This design comes from an exercise in tuning for small area, a short achievable clock period and few clock cycles on the open sky130 flow, not from production work. RTL that was checked went through simulation tests only; none was proved equivalent to the original.

v54:
Design bitcoin_hash1, start of the top module:
module bitcoin_hash1(
input logic          clk, reset_n, start,
input logic   [15:0] message_addr, output_addr,
output logic          done, mem_we,
output logic   [15:0] mem_addr,
output logic   [31:0] mem_write_data,
input logic   [31:0] mem_read_data);
For scale: about 5000 cells after synthesis, roughly 52000 um2 of cells after synthesis.
Settings: LEC_CHECK=0, CAP_MARGIN=20, CORE_MARGIN=2, CORE_UTILIZATION=40, SLEW_MARGIN=20; clock period 8.0 ns.
run.sh (not shown) runs the stock make flow with config.mk's settings and CLKGATE_MAP_FILE= SYNTH_SCRIPT=/design/flow/synth_recipe.tcl, a recipe that flattens the netlist after the stock synthesis.
The inputs of v17 differ from those of v54 as listed below.
# v54
export LEC_CHECK = 0
export CAP_MARGIN = 20
export CORE_MARGIN = 2
export CORE_UTILIZATION = 40
export SLEW_MARGIN = 20
create_clock -name core_clock -period 8.0 [get_ports {clk}]
# v17
export LEC_CHECK = 0
export ABC_AREA = 1
export CAP_MARGIN = 20
export CORE_MARGIN = 2
export CORE_UTILIZATION = 40
export SLEW_MARGIN = 20
create_clock -name core_clock -period 8.0 [get_ports {clk}]
==> results.txt <==
Final standard cell area without fillers sits higher in v17 than in v54.
Across both runs, layout overhead on the synthesized area was higher for v17 than for v54.
Going from v54 to v17, number of buffers outside the clock class in the layout has decreased, post-route core utilization has remained practically unchanged, portion of the clock cycle consumed by the worst path in the final layout has decreased, area after synthesis has increased, via count normalized by instance count has decreased.
Relative to v17, the following input files were edited for v59:
# v17
export LEC_CHECK = 0
export ABC_AREA = 1
export CAP_MARGIN = 20
export CORE_MARGIN = 2
export CORE_UTILIZATION = 40
export SLEW_MARGIN = 20
create_clock -name core_clock -period 8.0 [get_ports {clk}]
# v59
export LEC_CHECK = 0
export ABC_AREA = 1
export CAP_MARGIN = 20
export CORE_MARGIN = 2
export CORE_UTILIZATION = 40
export SETUP_SLACK_MARGIN = 5
export SLEW_MARGIN = 20
create_clock -name core_clock -period 8.0 [get_ports {clk}]
==> flow/flow/run.sh (new file) <==
#!/bin/bash
# Own layout flow: the standard ORFS flow (standard.sh) with one change,
# no full/half-adder cell extraction in synthesis (ADDER_MAP_FILE empty), so
# ABC maps the carry-save and adder logic itself. Everything else, including
# the synthesis script, the flow settings and the constraints, is the standard flow's.
set -euo pipefail
sed 's#CLKGATE_MAP_FILE= #CLKGATE_MAP_FILE= ADDER_MAP_FILE= #' standard.sh > standard_nofa.sh
grep -q 'ADDER_MAP_FILE= ' standard_nofa.sh
bash standard_nofa.sh finish > flow_make.log 2>&1
==> flow/standard.sh (new file) <==
#!/bin/bash
# synth_recipe.tcl (not shown) runs the flow's synth.tcl, then flattens the netlist and writes it again
# the make line also repeats each setting of config.mk as NAME=value (left out here)
make -C /OpenROAD-flow-scripts/flow DESIGN_CONFIG=/design/flow/config.mk WORK_HOME=/design/flow/orfs CLKGATE_MAP_FILE= SYNTH_SCRIPT=/design/flow/synth_recipe.tcl "${@:-finish}"
removed: flow/run.sh
--- outcome ---
Changes observed in v59 relative to v17: share of final layout cell area taken by clock buffers and inverters has decreased; final cell count +about 34%.
Looking at routed wire length, v59 sits 57000 um higher than v17 does.
Here is what was changed in the inputs of v56 compared with v59.
# v59
export LEC_CHECK = 0
export ABC_AREA = 1
export CAP_MARGIN = 20
export CORE_MARGIN = 2
export CORE_UTILIZATION = 40
export SETUP_SLACK_MARGIN = 5
export SLEW_MARGIN = 20
create_clock -name core_clock -period 8.0 [get_ports {clk}]
# v56
export LEC_CHECK = 0
export ABC_AREA = 1
export CAP_MARGIN = 20
export CORE_MARGIN = 2
export CORE_UTILIZATION = 40
export SETUP_SLACK_MARGIN = 4
export SLEW_MARGIN = 20
create_clock -name core_clock -period 8.0 [get_ports {clk}]
==> comparison <==
v56 against v59: sum of routed wire length over all layers shrank by 6.9%, count of inserted antenna diode cells grew by 2, total met3 wirelength after detailed routing shrank by 3600 um. Compared with v59, v56 instantiates a smaller number of cells. Changes observed in v56 relative to v59: final worst hold slack neither gained nor lost much; final worst setup slack lost 0.69 ns; layout multi-input combinational cell count neither gained nor lost much; share of the clock period used by the worst path picked up an extra 8.7 points. [compare] base=v59 new=v56: maximum count of clock buffers along a single path saw little to no change; DRC violation total after the first TritonRoute iteration saw a decrease. End of the critical path = E[19]$_DFF_P_: v59; end of the critical path = E[15]$_DFF_P_: v56.
Setup changes, v56 to v47
# v56
export LEC_CHECK = 0
export ABC_AREA = 1
export CAP_MARGIN = 20
export CORE_MARGIN = 2
export CORE_UTILIZATION = 40
export SETUP_SLACK_MARGIN = 4
export SLEW_MARGIN = 20
create_clock -name core_clock -period 8.0 [get_ports {clk}]
# v47
export LEC_CHECK = 0
export ABC_AREA = 1
export CAP_MARGIN = 20
export CORE_MARGIN = 2
export CORE_UTILIZATION = 40
export SETUP_SLACK_MARGIN = 5
export SLEW_MARGIN = 20
create_clock -name core_clock -period 8.0 [get_ports {clk}]
==> flow/run.sh (new file) <==
#!/bin/bash
# synth_recipe.tcl (not shown) runs the flow's synth.tcl, then flattens the netlist and writes it again
# the make line also repeats each setting of config.mk as NAME=value (left out here)
make -C /OpenROAD-flow-scripts/flow DESIGN_CONFIG=/design/flow/config.mk WORK_HOME=/design/flow/orfs CLKGATE_MAP_FILE= SYNTH_SCRIPT=/design/flow/synth_recipe.tcl finish
removed: flow/flow/run.sh
removed: flow/standard.sh
Notes after the runs:
Relative to v56, iteration-0 DRC count of the detailed router has decreased by 14% in v47.
Compared to v56, the router laid down less metal wire for v47.
In the tables for v47 and v56, length of routed met3 wiring reads higher with v47.
Looking at total length of routed met2 wires, v47 sits 3.2% below v56.
Routed wire length per instance is lower on v56
v47 has completed all stages; timing, DRC and antenna checks passed.
Looking at sequential share of cell area, v47 sits 3.6 points lower than v56 does.
Taking v56 as the reference, in v47 critical path depth went down by 4, area of the mapped netlist went down by 4100 um2.
[inputs] v38 vs v47
# v47
export LEC_CHECK = 0
export ABC_AREA = 1
export CAP_MARGIN = 20
export CORE_MARGIN = 2
export CORE_UTILIZATION = 40
export SETUP_SLACK_MARGIN = 5
export SLEW_MARGIN = 20
create_clock -name core_clock -period 8.0 [get_ports {clk}]
# v38
export LEC_CHECK = 0
export ABC_AREA = 1
export CAP_MARGIN = 20
export CORE_MARGIN = 2
export CORE_UTILIZATION = 40
export SETUP_SLACK_MARGIN = 3
export SLEW_MARGIN = 20
create_clock -name core_clock -period 8.0 [get_ports {clk}]
Findings:
Count of different cell masters after synthesis came out exactly the same in v38 and v47.
v38 vs v47, routed wire length went down by 14000 um.
Non-clock buffer count (v38 vs. v47) decreases by more than half
v38 reached the final stage; the timing, DRC and antenna checks on its layout passed.
Start point of the critical path: ct[12]$_DFF_P_ -> v38, E[17]$_DFF_P_ -> v47
Summary — wire length of the first global-routing pass, v38 relative to v47: lower, by 18000 um.
Synthesis-to-finish area growth ends up higher on v47.
Higher layout buffering overhead excluding clock cells among v38 and v47: v47
Count of clock-net buffers in the final layout delta for v38 relative to v47: about 2% lower
Function was not checked in any run of this note: the RTL went through the layout flow alone.

---

bitcoin_hash1, a different RTL version from the one above (not shown whole).
Size in the first run: roughly 8300 cells after synthesis, roughly 1200 flip-flops, about 0.056 sq mm of cells after synthesis.
Settings: LEC_CHECK=0, ABC_AREA=1, CAP_MARGIN=20, CORE_MARGIN=2, CORE_UTILIZATION=40, SETUP_SLACK_MARGIN=4.65, SLEW_MARGIN=20; clock period 8.0 ns.
standard.sh (not shown) runs the stock make flow with config.mk's settings and CLKGATE_MAP_FILE= SYNTH_SCRIPT=/design/flow/synth_recipe.tcl, a recipe that flattens the netlist after the stock synthesis.
==> flow/flow/run.sh <==
#!/bin/bash
# Own layout flow: the standard ORFS flow (standard.sh) with the changes
# described in flow/patch_synth.py. Flow settings and constraints are the standard flow's.
set -euo pipefail
python3 flow/patch_synth.py > patch_synth.log 2>&1
bash standard_x.sh finish > flow_make.log 2>&1
==> flow/flow/make_vars.txt <==
ADDER_MAP_FILE=
CTS_ARGS=-sink_clustering_enable -repair_clock_nets -dont_use_dummy_load -sink_clustering_max_diameter 60 -sink_clustering_size 15 -buf_list sky130_fd_sc_hd__clkbuf_8
GLOBAL_PLACEMENT_ARGS=-timing_driven_nets_percentage 20 -timing_driven_net_weight_max 4
BUFFER_PORTS_ARGS=-buffer_cell sky130_fd_sc_hd__buf_1
Other scripts of this flow, unchanged in this note and not shown: flow/flow/abc.script, flow/flow/patch_synth.py
Testbench counts at the start, summed over its fixed seeds: cycles 108,536.
==> next run, changes <==
==> flow/flow/make_vars.txt (replaced) <==
ADDER_MAP_FILE=
CTS_ARGS=-sink_clustering_enable -repair_clock_nets -dont_use_dummy_load -buf_list sky130_fd_sc_hd__clkbuf_8
GLOBAL_PLACEMENT_ARGS=-timing_driven_nets_percentage 20 -timing_driven_net_weight_max 4
--- a/flow/config.mk
+++ b/flow/config.mk
@@ -11,3 +11,3 @@
 export CORE_UTILIZATION = 40
-export SETUP_SLACK_MARGIN = 4.65
+export SETUP_SLACK_MARGIN = 4.5
 export SLEW_MARGIN = 20
=> The new run passed the timing, DRC and antenna checks. Area after synthesis does not change. Non-clock buffer count falls by 76. Routed wire length drops slightly. Cell count is about the same.

---

== wip/raven ==
bitcoin_hash1, a different RTL version from the one above (not shown whole).
Size: ~8,300 cells after synthesis, ~1,100 flip-flops, roughly 55,000 um2 of cells after synthesis.
clock: 8.0 ns
lec_check: 0
abc_area: 1
cap_margin: 20
core_margin: 2
core_utilization: 40
setup_slack_margin: 4.7
slew_margin: 20
==> flow/flow/abc.script <==
strash
dch
map -B 0.9
topo
stime -c
upsize -c
dnsize -c
==> flow/flow/make_vars.txt <==
ADDER_MAP_FILE=
CTS_ARGS=-sink_clustering_enable -repair_clock_nets -dont_use_dummy_load -buf_list sky130_fd_sc_hd__clkbuf_8
==> flow/flow/patch_synth.py <==
# Writes synth_x.tcl, synth_recipe_x.tcl and standard_x.sh in the work folder:
# the standard flow (standard.sh, synth_recipe.tcl, ORFS synth.tcl) with these
# changes, all in how the layout is made:
#  - ABC runs flow/abc.script instead of the ORFS script (if that file exists);
#  - the make variables in flow/make_vars.txt (one NAME=value per line) are added
#    to standard.sh's make command (e.g. no adder-cell extraction, clock-tree options).
# Registers, the synth -nofsm -noshare calls, flattening and renaming are the standard flow's.
import os, shlex
work = os.getcwd()
flow_home = os.environ["FLOW_HOME"]
abc = os.path.join(work, "flow", "abc.script")
s = open(os.path.join(flow_home, "scripts", "synth.tcl")).read()
if os.path.exists(abc):
    old = "  log_cmd abc {*}$abc_args\n"
    assert s.count(old) == 1, "abc line not found"
    s = s.replace(old, """  set i [lsearch -exact $abc_args -script]
  set abc_args [lreplace $abc_args [expr {$i+1}] [expr {$i+1}] %s]
  log_cmd abc {*}$abc_args
""" % abc)
open(os.path.join(work, "synth_x.tcl"), "w").write(s)
b = open(os.path.join(work, "synth_recipe.tcl")).read()
old = "source $::env(SCRIPTS_DIR)/synth.tcl"
assert b.count(old) == 1, "synth.tcl source line not found"
open(os.path.join(work, "synth_recipe_x.tcl"), "w").write(b.replace(old, "source " + os.path.join(work, "synth_x.tcl")))
t = open(os.path.join(work, "standard.sh")).read()
old = "SYNTH_SCRIPT=" + os.path.join(work, "synth_recipe.tcl")
assert t.count(old) == 1, "SYNTH_SCRIPT not found in standard.sh"
t = t.replace(old, "SYNTH_SCRIPT=" + os.path.join(work, "synth_recipe_x.tcl"))
mv = os.path.join(work, "flow", "make_vars.txt")
extra = " ".join(shlex.quote(l.strip()) for l in open(mv) if l.strip()) if os.path.exists(mv) else ""
old = "CLKGATE_MAP_FILE= "
assert t.count(old) == 1, "make line not found in standard.sh"
open(os.path.join(work, "standard_x.sh"), "w").write(t.replace(old, old + extra + " "))
Scripts as last shown in full above: flow/flow/run.sh
Testbench counts of wip/raven, summed over its fixed seeds: cycles 108,824.
Edits applied to the flow inputs when going from wip/raven to wip/yarrow:
- SETUP_SLACK_MARGIN: 4.7 -> 4.5
==> flow/flow/abc.script <==
strash
dc2
dch
map -B 0.9
topo
stime -c
buffer -c
upsize -c
dnsize -c
[summary]
wip/yarrow | status: complete | timing, DRC, antenna: pass
wip/yarrow against wip/raven; total of plain and repair buffers excluding clock buffers is up by more than half.
The utilization on wip/raven is in line with that on wip/yarrow.
wip/yarrow against wip/raven: final wirelength went down; via count lost about 19%; initial core utilization held steady.
Per the comparison of wip/yarrow with wip/raven, cell count along the critical path picked up an extra 11; maximum frequency -76 MHz.
--- input diff wip/yarrow..wip/garnet ---
==> flow/flow/abc.script <==
strash
dch
map -B 0.9
topo
stime -c
upsize -c
dnsize -c
Findings:
Diff wip/yarrow -> wip/garnet: synthesized cell count +about 22%; slack of the worst reg-to-reg path +1.01 ns; tightest slew margin relative to the limit +21 points.

[what the ideal ports hide]
The flow's constraints put no driver on any port. The routed layouts listed below were extracted and timed again, unchanged, in two steps.
Step 1 (the two cells are an assumption about what drives the block):
set clk [get_ports {clk}]
set_driving_cell -lib_cell sky130_fd_sc_hd__clkbuf_16 $clk
set_driving_cell -lib_cell sky130_fd_sc_hd__buf_2 [delete_from_list [all_inputs] $clk]
Step 2 also shifts input and output timing later by t, the mid clock arrival at the registers, as if the neighbouring blocks saw the same clock.
Three values: ideal, step 1, step 2; two values: the first two.
run	shift t [ns]	setup WS [ns]	pins driven straight from the clock port
v54	0.830	1.824 / 1.824 / 1.824	1
v17	0.808	2.456 / 2.456 / 2.456	1
v59	0.834	4.614 / 4.614 / 4.230	1
v56	0.851	3.919 / 3.919 / 3.527	1
v47	0.839	3.596 / 3.596 / 3.596	1
v38	0.809	3.094 / 3.094 / 3.094	1
the first run of note 2	0.910	4.623 / 4.546 / 4.434	1
the second run of note 2	0.985	4.557 / 4.482 / 3.883	1
wip/raven	0.970	4.632 / 4.632 / 4.016	1
wip/yarrow	0.961	3.463 / 3.463 / 3.463	1
wip/garnet	0.978	4.473 / 4.456 / 3.936	1
After both steps setup and hold are still met in every run listed. For the second run of note 2, which loses most, drivers alone change the setup slack by -0.075 ns; drivers and shift together by -0.674 ns.
